This is an optimization exercise on Yosys and OpenROAD, whose aim is small area, a short achievable clock period and few clock cycles, not a production implementation.
In this exercise RTL edits were held to simulation tests only and were not proved equivalent to the original.
Power and IR drop assume default switching activity.

==> design/flow/flow/run.sh <==
#!/bin/bash
# The standard ORFS layout (standard.sh) with these changes:
#  - the timing repair steps aim at more setup slack than zero, so that they
#    work on the paths that set the achieved period (SDC, clock period and I/O
#    constraints stay the standard flow's);
#  - ports are buffered with buf_4 rather than the delay cell buffer_ports
#    picks on its own;
#  - CTS clusters somewhat more sinks per leaf buffer and adds no dummy loads.
set -euo pipefail
bash standard.sh \
  SETUP_SLACK_MARGIN=20.3 \
  "BUFFER_PORTS_ARGS=-buffer_cell sky130_fd_sc_hd__buf_4" \
  "CTS_ARGS=-sink_clustering_enable -repair_clock_nets -dont_use_dummy_load -sink_clustering_size 25 -sink_clustering_max_diameter 80" \
  finish > standard.log 2>&1
==> design/flow/constraint.sdc <==
create_clock -name core_clock -period 27.0 [get_ports {clk}]
set_input_delay 5.4000 -clock core_clock [delete_from_list [all_inputs] [get_ports {clk}]]
set_output_delay 5.4000 -clock core_clock [all_outputs]
set_load 0.01 [all_outputs]
==> design/flow/design.v <==
`timescale 1ns / 1ps
module ALU(
input [63:0] a, b,
input sub,         
input arith,       
input left,        
input s_add, s_sll, s_slt, s_sltu, s_xor, s_sr, s_or, s_and,
output [63:0] sum,
output carry,      
output eq,         
output [63:0] res
    );
    wire [63:0] bx = b ^ {64{sub}};
    wire [63:0] g0 = a & bx;
    wire [63:0] p0 = a ^ bx;
    wire [63:0] G [0:6];
    wire [63:0] P [0:6];
    assign G[0] = {g0[63:1], g0[0] | (p0[0] & sub)};
    assign P[0] = p0;
    genvar l, j;
    generate
        for (l = 0; l < 6; l = l + 1) begin: g_lv
            for (j = 0; j < 64; j = j + 1) begin: g_bit
                if (((j >> l) & 1) == 1) begin: g_op
                    localparam integer k = ((j >> l) << l) - 1;
                    assign G[l+1][j] = G[l][j] | (P[l][j] & G[l][k]);
                    assign P[l+1][j] = P[l][j] & P[l][k];
                end else begin: g_pass
                    assign G[l+1][j] = G[l][j];
                    assign P[l+1][j] = P[l][j];
                end
            end
        end
    endgenerate
    assign sum = p0 ^ {G[6][62:0], sub};
    assign carry = G[6][63];
    wire [63:0] x = a ^ b;
    assign eq = ~|x;
    wire ltu = ~carry;
    wire gtu = carry & ~eq;
    wire slt = (a[63] ^ b[63]) ? a[63] : (a[63] ? gtu : ltu);
    wire [63:0] ain, sr, sl;
    genvar i;
    generate
        for (i = 0; i < 64; i = i + 1) begin: g_rev
            assign ain[i] = left ? a[63-i] : a[i];
            assign sl[i] = sr[63-i];
        end
    endgenerate
    wire f = arith & a[63];
    wire [111:0] x0 = {{48{f}}, ain};
    reg [63:0] r0, r1;
    always @* begin
        case (b[5:4])
            2'd0: r0 = x0[63:0];
            2'd1: r0 = x0[79:16];
            2'd2: r0 = x0[95:32];
            default: r0 = x0[111:48];
        endcase
    end
    wire [75:0] x1 = {{12{f}}, r0};
    always @* begin
        case (b[3:2])
            2'd0: r1 = x1[63:0];
            2'd1: r1 = x1[67:4];
            2'd2: r1 = x1[71:8];
            default: r1 = x1[75:12];
        endcase
    end
    wire [66:0] x2 = {{3{f}}, r1};
    reg [63:0] r2;
    always @* begin
        case (b[1:0])
            2'd0: r2 = x2[63:0];
            2'd1: r2 = x2[64:1];
            2'd2: r2 = x2[65:2];
            default: r2 = x2[66:3];
        endcase
    end
    assign sr = r2;
    assign res = ({64{s_add}} & sum)
               | ({64{s_sll}} & sl)
               | {63'd0, s_slt & slt}
               | {63'd0, s_sltu & ltu}
               | ({64{s_xor}} & x)
               | ({64{s_sr}} & sr)
               | ({64{s_or}} & (a | b))
               | ({64{s_and}} & (a & b));
endmodule
`timescale 1ns / 1ps
module rdmux(
input [31:1] sel,
input [64*31-1:0] d,
output [63:0] o
    );
    reg [63:0] m;
    integer k;
    always @* begin
        m = 64'd0;
        for (k = 1; k < 32; k = k + 1)
            m = m | ({64{sel[k]}} & d[64*(k-1) +: 64]);
    end
    assign o = m;
endmodule
`timescale 1ns / 1ps
module CPU_top(
input clk, rstn,
output imem_en,
output [63:0] imem_addr,
input [31:0] imem_rdata,
output dmem_re, dmem_we,
output [63:0] dmem_addr, dmem_wdata,
input [63:0] dmem_rdata
    );
    wire rst = ~rstn;
    reg [63:0] pcf;           
    reg        en;            
    reg        rv;            
    reg [11:0] rpc;           
    reg [31:0] ir;            
    reg [11:0] irpc;
    reg        irv;
    reg [31:0] ib;            
    reg [11:0] ibpc;
    reg        ibv;
    reg        mv, wv;        
    reg [4:0]  mrd, wrd;
    reg        ldrv;          
    reg [4:0]  ldrrd;
    reg [63:0] ldr;
    reg        dwe, dre;
    reg [11:3] daddr;         
    reg [63:0] dwdata;
    reg [64*31-1:0] rf;       
    reg [31:1] rfv;           
    reg c_op, c_opi, c_ld, c_st, c_br, c_jal, c_jalr;
    reg c_use1, c_use2, c_wr, c_ldw;
    reg c_sub, c_arith, c_left;
    reg s_add, s_sll, s_slt, s_sltu, s_xor, s_sr, s_or, s_and, s_link;
    reg b_rs2, b_immi, b_imms;
    reg t_eq, t_ne, t_lt, t_ge, t_ltu, t_geu, c_pt;
    reg [31:1] sel1, sel2;    
    reg sl1, sl2;             
    reg x2a, x2b;             
    assign imem_en = en;
    assign imem_addr = pcf;
    assign dmem_we = dwe;
    assign dmem_re = dre;
    assign dmem_addr = {52'd0, daddr, 3'b000};
    assign dmem_wdata = dwdata;
    wire [4:0] rs1 = ir[19:15];
    wire [4:0] rs2 = ir[24:20];
    wire [4:0] rd  = ir[11:7];
    wire haz1 = c_use1 & ((mv & (mrd == rs1)) | (wv & (wrd == rs1)));
    wire haz2 = c_use2 & ((mv & (mrd == rs2)) | (wv & (wrd == rs2)));
    wire conflict = wv & ldrv & c_wr;    
    wire fire = irv & ~(haz1 | haz2 | conflict);
    wire wsel_dx = fire & c_wr;
    wire wsel_ld = ldrv & ~wsel_dx;
    wire [63:0] p1, p2;
    rdmux rd1(.sel(sel1), .d(rf), .o(p1));
    rdmux rd2(.sel(sel2), .d(rf), .o(p2));
    wire [63:0] va = p1 | ({64{sl1}} & ldr) | {52'd0, x2a, 11'd0};
    wire [63:0] vb = p2 | ({64{sl2}} & ldr) | {52'd0, x2b, 11'd0};
    wire [63:0] imm_i = {{52{ir[31]}}, ir[31:20]};
    wire [63:0] imm_s = {{52{ir[31]}}, ir[31:25], ir[11:7]};
    wire [63:0] bop = ({64{b_rs2}} & vb) | ({64{b_immi}} & imm_i) | ({64{b_imms}} & imm_s);
    wire [63:0] sum, alu_res;
    wire carry, eq;
    ALU ALU(
    .a(va), .b(bop),
    .sub(c_sub), .arith(c_arith), .left(c_left),
    .s_add(s_add), .s_sll(s_sll), .s_slt(s_slt), .s_sltu(s_sltu),
    .s_xor(s_xor), .s_sr(s_sr), .s_or(s_or), .s_and(s_and),
    .sum(sum), .carry(carry), .eq(eq), .res(alu_res)
    );
    wire [12:0] link = {1'b0, irpc} + 13'd4;
    wire [63:0] wres = alu_res | {51'd0, {13{s_link}} & link};
    wire [63:0] wd = wsel_dx ? wres : ldr;
    wire taken = (t_eq & eq) | (t_ne & ~eq) | (t_lt & sum[63]) | (t_ge & ~sum[63])
               | (t_ltu & ~carry) | (t_geu & carry);
    wire [22:0] off_b = {{9{ir[31]}}, ir[31], ir[7], ir[30:25], ir[11:8], 2'b00};
    wire [23:0] tgt = {12'd0, irpc} + (c_pt ? 24'd4 : {off_b[22], off_b});
    wire redir = fire & ((c_br & (taken ^ c_pt)) | c_jalr);
    wire [63:0] target = c_jalr ? sum : {{40{tgt[23]}}, tgt};
    wire [31:0] w = imem_rdata;
    wire w_jal = (w[6:0] == 7'b1101111) & ({w[31], w[19:12], w[20], w[30:21]} != 20'd1);
    wire w_bb = (w[6:0] == 7'b1100011) & w[31];
    wire [22:0] w_off = (w[2] ? {w[31], w[31], w[19:12], w[20], w[30:21], 2'b00}
                              : {{9{w[31]}}, w[31], w[7], w[30:25], w[11:8], 2'b00});
    wire [23:0] ptgt = {12'd0, rpc} + {w_off[22], w_off};
    wire irfree = ~irv | fire;
    reg take;
    reg ibv_n;
    always @* begin
        take = 1'b0;
        ibv_n = ibv;
        if (redir) ibv_n = 1'b0;
        else if (irfree) begin
            if (ibv) ibv_n = 1'b0;
            else take = rv;
        end else if (~ibv & rv) begin
            take = 1'b1;
            ibv_n = 1'b1;
        end
    end
    wire pred = take & (w_jal | w_bb);
    always @(posedge clk) begin
        if (rst) begin
            pcf <= 64'd0;
            en <= 1'b1;
            rv <= 1'b0;
            irv <= 1'b0;
            ibv <= 1'b0;
        end else begin
            en <= ~ibv_n;
            ibv <= ibv_n;
            if (redir) begin
                pcf <= target;
                rv <= 1'b0;
                irv <= 1'b0;
            end else begin
                if (pred) begin
                    pcf <= {{40{ptgt[23]}}, ptgt};
                    rv <= 1'b0;
                end else begin
                    if (en) pcf <= pcf + 64'd4;
                    rv <= en | (rv & ~take);
                end
                if (irfree) irv <= ibv | rv;
            end
        end
    end
    wire [31:0] ir_n = irfree ? (ibv ? ib : imem_rdata) : ir;
    always @(posedge clk) begin
        if (en) rpc <= pcf[11:0];
        ir <= ir_n;
        if (irfree) irpc <= ibv ? ibpc : rpc;
        if (~irfree & ~ibv) begin
            ib <= imem_rdata;
            ibpc <= rpc;
        end
    end
    wire kill_m = wsel_dx & (mrd == rd);
    wire kill_w = wsel_dx & (wrd == rd);
    wire kill_l = wsel_dx & (ldrrd == rd);
    wire ldnew = wv & ~kill_w;
    wire ldrv_n = ldnew | (ldrv & ~(wsel_ld | kill_l));
    wire [4:0] ldrrd_n = ldnew ? wrd : ldrrd;
    wire [31:1] wdec;
    wire [31:1] rfv_n;
    wire [31:1] rfok_n;       
    genvar gi;
    generate
        for (gi = 1; gi < 32; gi = gi + 1) begin: g_rf
            assign wdec[gi] = (wsel_dx & (rd == gi)) | (wsel_ld & (ldrrd == gi));
            assign rfv_n[gi] = rfv[gi] | wdec[gi];
            assign rfok_n[gi] = rfv_n[gi] & ~(ldrv_n & (ldrrd_n == gi));
            always @(posedge clk)
                if (wdec[gi]) rf[64*(gi-1) +: 64] <= wd;
        end
    endgenerate
    always @(posedge clk) begin
        if (rst) begin
            rfv <= 31'd0;
            dwe <= 1'b0;
            dre <= 1'b0;
            mv <= 1'b0;
            wv <= 1'b0;
            ldrv <= 1'b0;
        end else begin
            rfv <= rfv_n;
            dwe <= fire & c_st;
            dre <= fire & c_ld;
            mv <= fire & c_ldw;
            wv <= mv & ~kill_m;
            ldrv <= ldrv_n;
        end
    end
    always @(posedge clk) begin
        daddr <= sum[11:3];
        dwdata <= vb;
        mrd <= rd;
        wrd <= mrd;
        if (ldnew) ldr <= dmem_rdata;
        ldrrd <= ldrrd_n;
    end
    wire [6:0] op_n = ir_n[6:0];
    wire [2:0] f3_n = ir_n[14:12];
    wire [4:0] rs1_n = ir_n[19:15];
    wire [4:0] rs2_n = ir_n[24:20];
    wire [4:0] rd_n = ir_n[11:7];
    wire alt_n = ir_n[30];
    wire op_op   = (op_n == 7'b0110011);
    wire op_opi  = (op_n == 7'b0010011);
    wire op_ld   = (op_n == 7'b0000011);
    wire op_st   = (op_n == 7'b0100011);
    wire op_br   = (op_n == 7'b1100011);
    wire op_jal  = (op_n == 7'b1101111);
    wire op_jalr = (op_n == 7'b1100111);
    wire alu_n = op_op | op_opi;
    wire rdnz_n = (rd_n != 5'd0);
    wire ft_b = ({ir_n[31], ir_n[7], ir_n[30:25], ir_n[11:8]} == 12'd1);
    wire ft_j = ({ir_n[31], ir_n[19:12], ir_n[20], ir_n[30:21]} == 20'd1);
    wire brt = op_br & ~ft_b;
    integer k;
    always @(posedge clk) begin
        c_op <= op_op;
        c_opi <= op_opi;
        c_ld <= op_ld;
        c_st <= op_st;
        c_br <= op_br;
        c_jal <= op_jal;
        c_jalr <= op_jalr;
        c_use1 <= op_op | op_opi | op_ld | op_st | op_br | op_jalr;
        c_use2 <= op_op | op_st | op_br;
        c_wr <= (alu_n | op_jal | op_jalr) & rdnz_n;
        c_ldw <= op_ld & rdnz_n;
        c_sub <= op_br | (alu_n & (f3_n == 3'b010 || f3_n == 3'b011)) | (op_op & f3_n == 3'b000 & alt_n);
        c_arith <= alt_n & (f3_n == 3'b101);
        c_left <= (f3_n == 3'b001);
        s_add <= alu_n & (f3_n == 3'b000);
        s_sll <= alu_n & (f3_n == 3'b001);
        s_slt <= alu_n & (f3_n == 3'b010);
        s_sltu <= alu_n & (f3_n == 3'b011);
        s_xor <= alu_n & (f3_n == 3'b100);
        s_sr <= alu_n & (f3_n == 3'b101);
        s_or <= alu_n & (f3_n == 3'b110);
        s_and <= alu_n & (f3_n == 3'b111);
        s_link <= op_jal | op_jalr;
        b_rs2 <= op_op | op_br;
        b_immi <= op_opi | op_ld | op_jalr;
        b_imms <= op_st;
        t_eq <= brt & (f3_n == 3'b000);
        t_ne <= brt & (f3_n == 3'b001);
        t_lt <= brt & (f3_n == 3'b100);
        t_ge <= brt & (f3_n == 3'b101);
        t_ltu <= brt & (f3_n == 3'b110);
        t_geu <= brt & (f3_n == 3'b111);
        c_pt <= (op_jal & ~ft_j) | (op_br & ir_n[31]);
        for (k = 1; k < 32; k = k + 1) begin
            sel1[k] <= (rs1_n == k) & rfok_n[k];
            sel2[k] <= (rs2_n == k) & rfok_n[k];
        end
        sl1 <= ldrv_n & (ldrrd_n == rs1_n);
        sl2 <= ldrv_n & (ldrrd_n == rs2_n);
        x2a <= (rs1_n == 5'd2) & ~rfv_n[2] & ~(ldrv_n & (ldrrd_n == 5'd2));
        x2b <= (rs2_n == 5'd2) & ~rfv_n[2] & ~(ldrv_n & (ldrrd_n == 5'd2));
    end
endmodule
==> design/flow/config.mk <==
export PLATFORM = sky130hd
export DESIGN_NAME = CPU_top
export DESIGN_NICKNAME = CPU_top
export VERILOG_FILES = /design/flow/design.v
export SDC_FILE = /design/flow/constraint.sdc
export NUM_CORES = 8
export LEC_CHECK = 0
export CAP_MARGIN = 30
export CORE_MARGIN = 2
export CORE_UTILIZATION = 55
export SLEW_MARGIN = 30
export SYNTH_HIERARCHICAL = 1
==> design/flow/standard.sh <==
#!/bin/bash
# synth_recipe.tcl (not shown) runs the flow's synth.tcl, then flattens the netlist and writes it again
# the make line also repeats each setting of config.mk as NAME=value (left out here)
make -C /OpenROAD-flow-scripts/flow DESIGN_CONFIG=/design/flow/config.mk WORK_HOME=/design/flow/orfs CLKGATE_MAP_FILE= SYNTH_SCRIPT=/design/flow/synth_recipe.tcl "${@:-finish}"
==> results.txt <==
status no timing/DRC/antenna violations; Async S/R FF share, synth 0%; H-tree depth 4; Critical Path Start Type primary input; top fanout value on the critical path 5; Crit path required time ~28000 ps; synthesized area between 0.1 and 0.15 mm^2; layout cells sized above 1 roughly a fifth; maxcap violations 0; Routed Wire Length ~530 mm; syn_area_per_cell about 13 um^2; Setup TNS Final 0 ps; final count of pins violating max slew 0; fmax 138.2 MHz; Vias ~96k; placed insts 11.74k; pin count of the biggest net entering global routing just over 70; actual slew at the worst max-slew pin between 1000 and 1500 ps; gr usage total 46.91%; worst skew pair latency between 800 and 900 ps; arrival time of the worst setup path between 7000 and 8000 ps; total core area 0.2117 mm^2; kind of end point of the critical path flop; Post-DRT Antenna Nets 0; commonest cells after routing, fill and taps aside edfxtp_1, a22oi_1, nand2_1; clk slew on worst S/H paths approximately 80 ps; Final setup viols 0; RSZ-0062 raised after global routing true; CTS tree done; final worst-path cycle share a little over a quarter; Syn. warnings 9; Cells after Synth about 9.2k; FP Rows approximately 170; Layout fillers ~16k; HP Class flop to flop; min Tclk post-route around 7200 ps; Starting Density between 50 and 60%; Seq/Total Area, Yosys about three fifths; critical path class primary input to flop; most common cell after layout, fill and taps aside edfxtp_1; Yosys reg bits 2435; Area growth syn-to-layout 11.96%; clock skew 155.9 ps; slew margin rel. between 20% and 30%; grt ovf 0; Pre-antenna DRT Iters 13; IO Pins 293; DPL Wire Length between 300 and 400 mm; placer congestion estimate 1.036; Final Power roughly 6.3 mW; drt initial violations 19.79k; Hold Vio Cnt, Final 0; via density per instance slightly below 8; maximum vdd ir drop 0.07472 mV; first-pass GRT wire length slightly above 700 mm; die height between 400 and 500 um; LEAKAGE 45.51 nW; final-stage net count 9644; CTS Sinks 2435; Cell variety after synth ~110; Hold Buf Count CTS 0; vias in the first global route ~90k; WL/cell 43.39 um; Root Buffer clkbuf_16; DRC Markers 0; die width about 460 um; die area around 0.22 mm^2; Post-synth EDFFs 2116; CTS buffer count roughly 130; ys flop type edfxtp_1; Port Buffers approximately 240; non-filler instance count after layout about 12k; pwr dens between 40 and 50 mW/mm^2; initial antenna violation count 65; deepest clock path buffer count 3
==> critical path, cell delays in order <==
cell and delay, ps:
buf_16 110, mux2_4 210, ha_4 130, inv_2 40
fa_2 380, nor2b_4 170, o31ai_4 80, a211oi_2 270
nor2_2 80, o211ai_1 210, buf_4 200, a21o_4 190
buf_12 130, o21ai_2 50, a31oi_1 160, nor2_1 60
==> per-module statistics from Yosys, one instance, submodules excluded <==
module,flip-flops and latches,cells inside,copies in the design
rdmux,0,1497,2
CPU_top,2435,4303,1
ALU,0,1876,1
==> worst paths after layout <==
path	startpoint	end	slack, ps	cells past startpoint
worst max-delay path	imem_rdata[2]	pcf[40]	19760	16
worst min-delay path	mrd[1]	wrd[1]	410	0
worst max register to register	sel1[10]	pcf[21]	19780	28
worst min register to register	mrd[1]	wrd[1]	410	0
==> stage by stage <==
step           worst slack (ps)  hold slack [ps]  area (um^2)  utilization, %
5_1_grt                   19720            417.8       130700           61.75
4_1_cts                   19900            410.5       128900           60.91
3_5_place_dp              17590            405.0       121400           57.36
6_report                  19760            412.9       130800           61.79
3_3_place_gp              17600            397.2       121300           57.30
2_1_floorplan             17740            329.0       117400               -
==> final cells by class <==
| cell class | count | area (um^2) | area share (%) |
|---|---|---|---|
| antenna | 52 | 130.1 | 0.09949 |
| clock buffer | 132 | 3303 | 2.525 |
| sequential | 2435 | 70480 | 53.89 |
| inverter | 202 | 764.5 | 0.5845 |
| tap | 2821 | 3530 | 2.699 |
| multi-input combinational | 5840 | 45110 | 34.49 |
| timing repair buffer | 715 | 7480 | 5.719 |
==> registers in the layout, indices dropped and copies added (netlist names), 5 cells and up <==
| register | cells |
|---|---|
| ibpc | 12 |
| ib | 32 |
| sel1 | 31 |
| mrd | 5 |
| rf | 1984 |
| ldr | 64 |
| rpc | 12 |
| wrd | 5 |
| irpc | 12 |
| sel2 | 31 |
| dwdata | 64 |
| daddr | 9 |
| ldrrd | 5 |
| pcf | 64 |
| ir | 32 |
| rfv | 31 |
==> synth_stat cells (all sizes together), types with 9 or more instances <==
| cell | count | share of area, % |
|---|---|---|
| o31ai | 31 | 0.20 |
| nor4 | 38 | 0.23 |
| a222oi | 135 | 1.2 |
| a21o | 147 | 0.95 |
| nor2 | 269 | 0.87 |
| nand4 | 300 | 1.6 |
| a31oi | 59 | 0.33 |
| a211oi | 36 | 0.23 |
| nand3 | 383 | 1.6 |
| a211o | 12 | 0.090 |
| clkbuf | 464 | 1.5 |
| xor2 | 140 | 1.0 |
| nand2b | 33 | 0.18 |
| buf | 296 | 1.6 |
| nor3 | 106 | 0.45 |
| nand2 | 524 | 1.7 |
| or2 | 15 | 0.080 |
| a21oi | 165 | 0.71 |
| edfxtp | 2116 | 54 |
| o21bai | 12 | 0.077 |
| a221o | 47 | 0.40 |
| ha | 212 | 2.3 |
| inv | 199 | 0.64 |
| dfxtp | 319 | 5.5 |
| o32ai | 19 | 0.14 |
| o41ai | 10 | 0.075 |
| a221oi | 157 | 1.8 |
| or4 | 132 | 0.85 |
| a22oi | 1560 | 10 |
| o22ai | 35 | 0.19 |
| mux4 | 48 | 0.93 |
| o21ai | 297 | 1.3 |
| mux2 | 145 | 1.4 |
| nor3b | 11 | 0.079 |
| mux2i | 162 | 1.4 |
| o211ai | 57 | 0.37 |
| and4 | 9 | 0.067 |
| o21a | 20 | 0.13 |
| a22o | 138 | 1.2 |
| or3 | 9 | 0.048 |
| and2 | 22 | 0.12 |
| nor2b | 39 | 0.22 |
| and3 | 34 | 0.18 |
| xnor2 | 103 | 0.77 |
==> routing by layer <==
layer  routed length [um]  up-vias  global-route usage [%]  part of all wire (%)
met5                  545        -                  0.3342                  0.10
li1                     -    37294                       -                     -
met3                89250     2069                   20.77                    17
met2               218800     9203                   66.25                    41
met4                39860       54                   27.32                   7.5
met1               180800    47610                   59.58                    34
==> repair_timing <==
action | CTS | global route
setup buffers | 175 | 55
setup endpoints to repair | 2071 | 1508
pin swaps | 91 | 82
resized for setup | 550 | 208
gates cloned | 20 | 17
==> where the power goes <==
part           internal (mW)  switching (mW)  leakage (nW)
Sequential              4.02          0.0131          21.8
Clock                  0.872            1.19          1.63
Combinational         0.0548          0.0952          22.1
==> cells by family (layout without fill, tap and decap cells) <==
group | Yosys count | in the layout | synth area share, %
simple gates | 1938 | 1941 | 8.414
flops | 2435 | 2435 | 59.86
mux | 355 | 362 | 3.758
other cells | 1 | 107 | 0.003210
compound gates | 3019 | 3019 | 20.00
fa+ha+maj | 220 | 220 | 2.408
buf+inv | 962 | 1049 | 3.737
xor+xnor | 243 | 243 | 1.822
Testbench counts, summed over its fixed seeds: cycles 37,687.

==> static timing again, ports no longer ideal <==
In the flow no input, the clock included, has a driving cell. The finished layout below was timed again as built, in two steps.
Step 1 assumes that a clkbuf_16 drives the clock port and a buf_2 every other input.
Step 2 also shifts input and output timing later by t, the mid clock arrival at the registers, as if the neighbouring blocks saw the same clock.
Three values: no drivers, after step 1, after step 2; two values: the first two.
shift t [ns]: 0.889
setup WS [ns]: 19.763 / 19.761 / 18.873
hold slack, ns: 0.413 / 0.413 / 0.413
latest minus earliest clock arrival (ns): 0.157 / 0.157
pins driven straight from the clock port: 1
After both steps this run still meets setup and hold. For this run, drivers alone change the setup slack by -0.002 ns; drivers and shift together by -0.890 ns.
